Source: an optimization exercise on an open RTL-to-GDS flow (aim: small area, a short achievable clock period and few clock cycles). Production flows keep margins and buffers that such runs may drop.
Only simulation tests tie the RTL to the original design; equivalence was not proved.

`run.sh`:
```
#!/bin/bash
# synth_recipe.tcl (not shown) runs the flow's synth.tcl, then flattens the netlist and writes it again
# the make line also repeats each setting of config.mk as NAME=value (left out here)
make -C /OpenROAD-flow-scripts/flow DESIGN_CONFIG=/design/flow/config.mk WORK_HOME=/design/flow/orfs CLKGATE_MAP_FILE= SYNTH_SCRIPT=/design/flow/synth_recipe.tcl finish
```
`config.mk`:
```
export PLATFORM = sky130hd
export DESIGN_NAME = calc
export DESIGN_NICKNAME = calc
export VERILOG_FILES = /design/flow/design.v
export SDC_FILE = /design/flow/constraint.sdc
export NUM_CORES = 4
export LEC_CHECK = 0
export CAP_MARGIN = 20
export CORE_MARGIN = 2
export CORE_UTILIZATION = 40
export PLACE_DENSITY = 0.6
export SLEW_MARGIN = 20
```
`constraint.sdc`:
```
create_clock -name core_clock -period 55.0 [get_ports {clk}]
set_input_delay 11.0000 -clock core_clock [delete_from_list [all_inputs] [get_ports {clk}]]
set_output_delay 11.0000 -clock core_clock [all_outputs]
set_load 0.01 [all_outputs]
```
`design.v`:
```
module half_addr(
    input a,
    input b,
    output sum,
    output carry  
);
assign sum = a ^ b;
assign carry = a & b;
endmodule
module full_addr(
    input a,
    input b,
    input cin,  
    output sum,
    output carry  
);
assign sum = a ^ b ^ cin;
assign carry = (a & b) | (cin & (a ^ b));
endmodule
module i4_addr(
    input  [3:0] a,           
    input  [3:0] b,           
    input        cin,         
    input        valid_in,    
    output [3:0] sum,         
    output       group_g,     
    output       group_p,     
    output       ready_out    
);
wire [3:0] g, p;
assign g = a & b;           
assign p = a | b;           
wire c1, c2, c3;
assign c1 = g[0] | (p[0] & cin);
assign c2 = g[1] | (p[1] & g[0]) | (p[1] & p[0] & cin);
assign c3 = g[2] | (p[2] & g[1]) | (p[2] & p[1] & g[0]) | (p[2] & p[1] & p[0] & cin);
assign group_g = g[3] | (p[3] & g[2]) | (p[3] & p[2] & g[1]) | (p[3] & p[2] & p[1] & g[0]);
assign group_p = p[3] & p[2] & p[1] & p[0];
assign sum[0] = a[0] ^ b[0] ^ cin;
assign sum[1] = a[1] ^ b[1] ^ c1;
assign sum[2] = a[2] ^ b[2] ^ c2;
assign sum[3] = a[3] ^ b[3] ^ c3;
reg ready_out_reg;
always @(*) begin
    if (valid_in) begin
        ready_out_reg = 1'b1;
    end else begin
        ready_out_reg = 1'b0;
    end
end
assign ready_out = ready_out_reg;
endmodule
module i8_addr(
    input  [7:0] a,           
    input  [7:0] b,           
    input        cin,         
    input        valid_in,    
    output [7:0] sum,         
    output       group_g,     
    output       group_p,     
    output       ready_out    
);
wire [3:0] a_low  = a[3:0];
wire [3:0] a_high = a[7:4];
wire [3:0] b_low  = b[3:0];
wire [3:0] b_high = b[7:4];
wire c4;                
wire g_low, p_low;      
wire g_high, p_high;    
wire ready_low, ready_high;
i4_addr cla_low(
    .a(a_low), .b(b_low), .cin(cin), .valid_in(valid_in),
    .sum(sum[3:0]), .group_g(g_low), .group_p(p_low), .ready_out(ready_low)
);
i4_addr cla_high(
    .a(a_high), .b(b_high), .cin(c4), .valid_in(valid_in),
    .sum(sum[7:4]), .group_g(g_high), .group_p(p_high), .ready_out(ready_high)
);
assign c4 = g_low | (p_low & cin);
assign group_g = g_high | (p_high & g_low);
assign group_p = p_high & p_low;
assign ready_out = ready_low & ready_high;
endmodule
module i16_add(
    input  [15:0] a,          
    input  [15:0] b,          
    input        valid_in,    
    output [15:0] sum,        
    output       carry_out,   
    output       ready_out    
);
wire [7:0] a_low  = a[7:0];   
wire [7:0] a_high = a[15:8];  
wire [7:0] b_low  = b[7:0];
wire [7:0] b_high = b[15:8];
wire c0, c8;                
wire g_low, p_low;          
wire g_high, p_high;        
wire ready_low, ready_high; 
assign c0 = 1'b0;           
i8_addr cla_low_8bit(
    .a(a_low), .b(b_low), .cin(c0), .valid_in(valid_in),
    .sum(sum[7:0]), .group_g(g_low), .group_p(p_low), .ready_out(ready_low)
);
i8_addr cla_high_8bit(
    .a(a_high), .b(b_high), .cin(c8), .valid_in(valid_in),
    .sum(sum[15:8]), .group_g(g_high), .group_p(p_high), .ready_out(ready_high)
);
assign c8 = g_low | (p_low & c0);                   
assign carry_out = g_high | (p_high & g_low) | (p_high & p_low & c0);  
assign ready_out = ready_low & ready_high;
endmodule
module i16_sub(
    input  [15:0] a,          
    input  [15:0] b,          
    input        valid_in,    
    output [15:0] diff,       
    output       borrow_out,  
    output       ready_out    
);
wire [15:0] b_neg = ~b;  
wire [7:0] a_low  = a[7:0];
wire [7:0] a_high = a[15:8];
wire [7:0] b_low  = b_neg[7:0];
wire [7:0] b_high = b_neg[15:8];
wire c0, c8;               
wire g_low, p_low;         
wire g_high, p_high;       
wire ready_low, ready_high;
wire carry_result;
assign c0 = 1'b1;           
i8_addr cla_low_8bit(
    .a(a_low), .b(b_low), .cin(c0), .valid_in(valid_in),
    .sum(diff[7:0]), .group_g(g_low), .group_p(p_low), .ready_out(ready_low)
);
i8_addr cla_high_8bit(
    .a(a_high), .b(b_high), .cin(c8), .valid_in(valid_in),
    .sum(diff[15:8]), .group_g(g_high), .group_p(p_high), .ready_out(ready_high)
);
assign c8 = g_low | (p_low & c0);
assign carry_result = g_high | (p_high & g_low) | (p_high & p_low & c0);
assign borrow_out = ~carry_result;
assign ready_out = ready_low & ready_high;
endmodule
module i16_mul(
    input signed [15:0] a,    
    input signed [15:0] b,    
    input        valid_in,
    output signed [15:0] prod,  
    output       ready_out
);
wire sign_a = a[15];
wire sign_b = b[15];
wire sign_res = sign_a ^ sign_b;
wire [15:0] abs_a = sign_a ? (~a + 1'b1) : a;
wire [15:0] abs_b = sign_b ? (~b + 1'b1) : b;
reg [15:0] abs_prod;
integer i;
always @(*) begin
    abs_prod = 16'd0;
    for(i = 0; i < 16; i = i + 1) begin
        if(abs_b[i]) begin
            abs_prod = abs_prod + (abs_a << i);
        end
    end
end
assign prod = sign_res ? (~abs_prod + 1'b1) : abs_prod;
assign ready_out = valid_in;
endmodule
module i16_div(
    input signed [15:0] a,    
    input signed [15:0] b,    
    input        valid_in,
    output signed [15:0] quot,  
    output       ready_out
);
wire sign_a = a[15];
wire sign_b = b[15];
wire sign_res = sign_a ^ sign_b;
wire [15:0] abs_a = sign_a ? (~a + 1'b1) : a;
wire [15:0] abs_b = sign_b ? (~b + 1'b1) : b;
reg [15:0] abs_quot;
reg [31:0] temp_r;  
integer i;
always @(*) begin
    temp_r = 32'd0;
    if (abs_b == 0) begin
        abs_quot = 16'hFFFF;  
    end else begin
        abs_quot = 16'd0;
        temp_r = 32'd0;
        for(i = 15; i >= 0; i = i - 1) begin
            temp_r = temp_r << 1;
            temp_r[0] = abs_a[i];  
            if(temp_r >= {16'd0, abs_b}) begin
                temp_r = temp_r - {16'd0, abs_b};
                abs_quot[i] = 1'b1;
            end
        end
    end
end
assign quot = sign_res ? (~abs_quot + 1'b1) : abs_quot;
assign ready_out = valid_in;
endmodule
module calc(
    input clk,  
    input rst_n,  
    input [7:0] num,
    input [2:0] op,
    input start,
    output reg [15:0] result,
    output reg [15:0] display_val,  
    output [2:0] led_op,  
    output reg stop
);
reg [15:0] local_result;
reg local_stop;
localparam ADD = 3'd6;
localparam SUB = 3'd5;
localparam MUL = 3'd4;
localparam DIV = 3'd1;
localparam ENT = 3'd2;
localparam CLR = 3'd3;
reg [15:0] a, b;
reg [2:0] local_op;
assign led_op = local_op;  
wire [15:0] res_add, res_sub, res_mul, res_div;
i16_add u_add(.a(a), .b(b), .valid_in(1'b1), .sum(res_add), .carry_out(), .ready_out());
i16_sub u_sub(.a(a), .b(b), .valid_in(1'b1), .diff(res_sub), .borrow_out(), .ready_out());
i16_mul u_mul(.a(a), .b(b), .valid_in(1'b1), .prod(res_mul), .ready_out());
i16_div u_div(.a(a), .b(b), .valid_in(1'b1), .quot(res_div), .ready_out());
localparam S_INPUT_A = 2'b00;
localparam S_INPUT_B = 2'b01;
reg [2:0] state;
always @(posedge clk) begin
	if (~rst_n) begin
    	local_stop <= 0;
        a <= 0;
        b <= 0;
        local_result <= 0;
        display_val <= 0;
        local_op <= 0;
        state <= S_INPUT_A;
    end else begin
        if (~start&local_stop) begin
        local_stop <= 0;
        end else if (start&~local_stop) begin
            case (state)
            S_INPUT_A: begin
                if (op == CLR) begin
                    a <= 0; b <= 0; display_val <= 0; local_result <= 0; local_op <= 0;
                end else if (op == ADD || op == SUB || op == MUL || op == DIV) begin
                    local_op <= op;
                    b <= 0;
                    state <= S_INPUT_B;
                end else if (op == 0) begin
                    a <= a * 16'd10 + {8'd0, num};
                    display_val <= a * 16'd10 + {8'd0, num};
                end
            end
            S_INPUT_B: begin
                if (op == CLR) begin
                    a <= 0; b <= 0; display_val <= 0; local_result <= 0; local_op <= 0;
                    state <= S_INPUT_A;
                end else if (op == ENT) begin
                    case (local_op)
                    ADD: begin local_result <= res_add; display_val <= res_add; end
                    SUB: begin local_result <= res_sub; display_val <= res_sub; end
                    DIV: begin local_result <= res_div; display_val <= res_div; end
                    MUL: begin local_result <= res_mul; display_val <= res_mul; end
                    endcase
                    a <= 0;
                    local_op <= 0;  
                    state <= S_INPUT_A;
                end else if (op == 0) begin
                    b <= b * 16'd10 + {8'd0, num};
                    display_val <= b * 16'd10 + {8'd0, num};
                end
            end
            endcase
            local_stop <= 1;
        end
    end
end
always @(posedge clk) begin
    result <= local_result;
    stop <= local_stop;
end
endmodule
```
==> reports/results.txt <==
outcome = complete, no violations
Remaining DRCs = 0
Buf+Inv Stages, Crit Path = 16
chip width = 290 um
area leader, netlist = ha_1
most common library cell in the layout ignoring fill and taps = ha_1
vias in the first global route = 32,200
initial antenna violation count = 0
Tcrit/Tclk final = 94.9%
top_reg_cell synth = dfxtp_1
Initial DRT Pass Iterations = 6
Worst-path clk slew = 0.07 ns
Placeable Area = 80,700 um^2
Most common cell on crit path = a21o_1
Tot GR Track Use = 27.1%
clk buf depth = 2
GPL Wtd Cong = 0.992
Top Ports = 50
critical path's top delay family = compound AO/OA/AOI/OAI gates
via count = 35,200
setup TNS = 0 ns
CTS tree = yes
Slew Limit Fails = 0
Seq/Total Area, Yosys = 5.28%
Die Footprint = 83,800 um^2
Synth area leaders = ha_1 19%, xnor2_1 7.8%, a21oi_1 6.6%
Mapped Cells = 4,579
CTS Buf Count = 9
CP Data Arrival Time = 52.53 ns
Crit path required time = 55.31 ns
root buffer cell = clkbuf_16
syn nets = 5,115
gr ovfl total = 0
Clock Skews = 0.0119 ns
async set or reset register ratio after synthesis = 0%
slowest library cell on the worst path = or4b_4
drt initial violations = 3,076
crit path capture type = flip-flop
number of flops mapped to enable cells by yosys = 0
Fmax = 19.1 MHz
count of final setup violators = 0
worst hold-check path type = reg -> reg
CP max stage delay = 0.65 ns
first-pass GRT wire length = 183,000 um
Hold Slack = 0.341 ns
Tmin final = 52.22 ns
Routed Wire Length = 119,000 um
DP HPWL = 95,300 um
P&R area growth vs syn = 16.7%
fin util = 47.2%
Buffers on Ports = 49
CP max FO = 27
mapped cell area = 32,600 um^2
worst-skew pair later-pin latency = 0.36 ns
die height = 290 um
most frequent cells in the layout = 475 x ha_1, 392 x a21oi_1, 388 x nor2_1
Hold Fails Final Rpt = 0
syn_area_per_cell = 7.12 um^2
WL/cell = 20.2 um
fin nets = 5,373
Max Cap Viol = 0
kind of critical path = reg -> reg
# rows = 104
largest net degree at the start of global routing = 64
Least-Margin Pin Slew = 1.19 ns
placed instance count = 5,777
Synth Register Bits = 86
CTS Sinks = 86
Post-Layout Cell Count = 5,902
Via density = 5.97
starting density of the core = 40.4%
htree depth = 3
layout cell share with drive strength beyond 1 = 15.5%
area share of the largest cell type after synthesis = 18.6%
Synth Warn # = 4
Final ANT Viol Nets = 0
crit start category = flip-flop
antenna cells = 0
Worst slew margin = 20.5%
post-synth cell types = 126
-- synthesized netlist by cell type, drive strengths merged, types with 58 or more instances --
cell type,number
xor2,125
nand2b,109
mux2,58
nand2,373
nor3,97
o21bai,87
dfxtp,86
xnor2,292
clkbuf,94
o21ai,319
a21oi,434
a21o,157
nand4,68
nor2,415
ha,484
nand3,135
nor2b,73
inv,285
-- state kept, by name, indices dropped and copies added, names as in the netlist --
register and flops:
a 16, b 16, display_val 16, local_op 3, local_result 16, local_stop 1, result 16, state 1
stop 1
-- final timing paths --
kind,from,end,slack (ns),depth (start not counted)
max reg2reg,b[1],display_val[4],2.78,303
min reg2reg,local_result[12],result[12],0.34,0
max,b[1],display_val[4],2.78,303
min,local_result[12],result[12],0.34,0
-- routing by layer --
layer | share of wire (%) | wire length [um] | track usage (%) | up-vias
met4 | 2.8 | 3330 | 7.13 | 0
met3 | 6.0 | 7220 | 2.17 | 163
met2 | 44 | 52800 | 43.5 | 1223
met5 | 0 | 0 | 0 | -
met1 | 47 | 56200 | 38.9 | 16600
li1 | - | - | - | 17200
-- logic make-up after synthesis --
logic type	Yosys count	synth area share (%)
and+or+nand+nor	1566	24.8
DFF	86	5.28
adders and majority gates	522	20.9
muxes	108	3.55
AOI/OAI and AO/OA	1454	29.2
buffers and inverters	426	5.11
xor gates and xnor gates	417	11.2
-- through the flow --
step	cell area, um^2	worst slack (ns)
final	38100	2.78
after detailed placement	35900	-1.11
after CTS	36300	0.0138
after floorplan	33000	0.000771
after global routing	38100	-0.439
after global placement	35900	-0.146
-- area by class of cell --
cell class	instances	area [um^2]
fill	8156	42600
multi-input combinational	4068	30500
timing repair buffer	386	3120
sequential	86	1730
tap	1060	1330
inverter	286	1070
clock buffer	9	225
clock inverter	7	73.8
-- timing repair --
action                     4_1_cts  5_1_grt
hold buffers                     0        0
setup endpoints to repair       27       32
gates resized for setup          6      238
setup buffers                    7       99
pin swaps                        3      135
cloned                           0        3
Testbench counts, summed over its fixed seeds: cycles 45,608.

separate check: timing with driven ports:
Ports are ideal in the flow. The routed layout listed here was re-timed in OpenROAD.
Step 1, drivers: a clkbuf_16 drives clk and a buf_2 each remaining input, both assumed.
Step 2 moves the port delays by t, midway between the first and last clock arrival at a register: inputs arrive t later, outputs are due t later. That takes back most of the time a late clock gives input paths.
a / b / c = no drivers / after step 1 / after step 2; a / b = the first two.
t, ns: 0.403
setup WS [ns]: 2.779 / 2.779 / 2.779
hold WS [ns]: 0.341 / 0.341 / 0.341
clock arrival spread, ns: 0.012 / 0.012
After both steps setup and hold are still met in this run. The setup slack of this run moves by 0.000 ns with the drivers and by 0.000 ns with both steps.
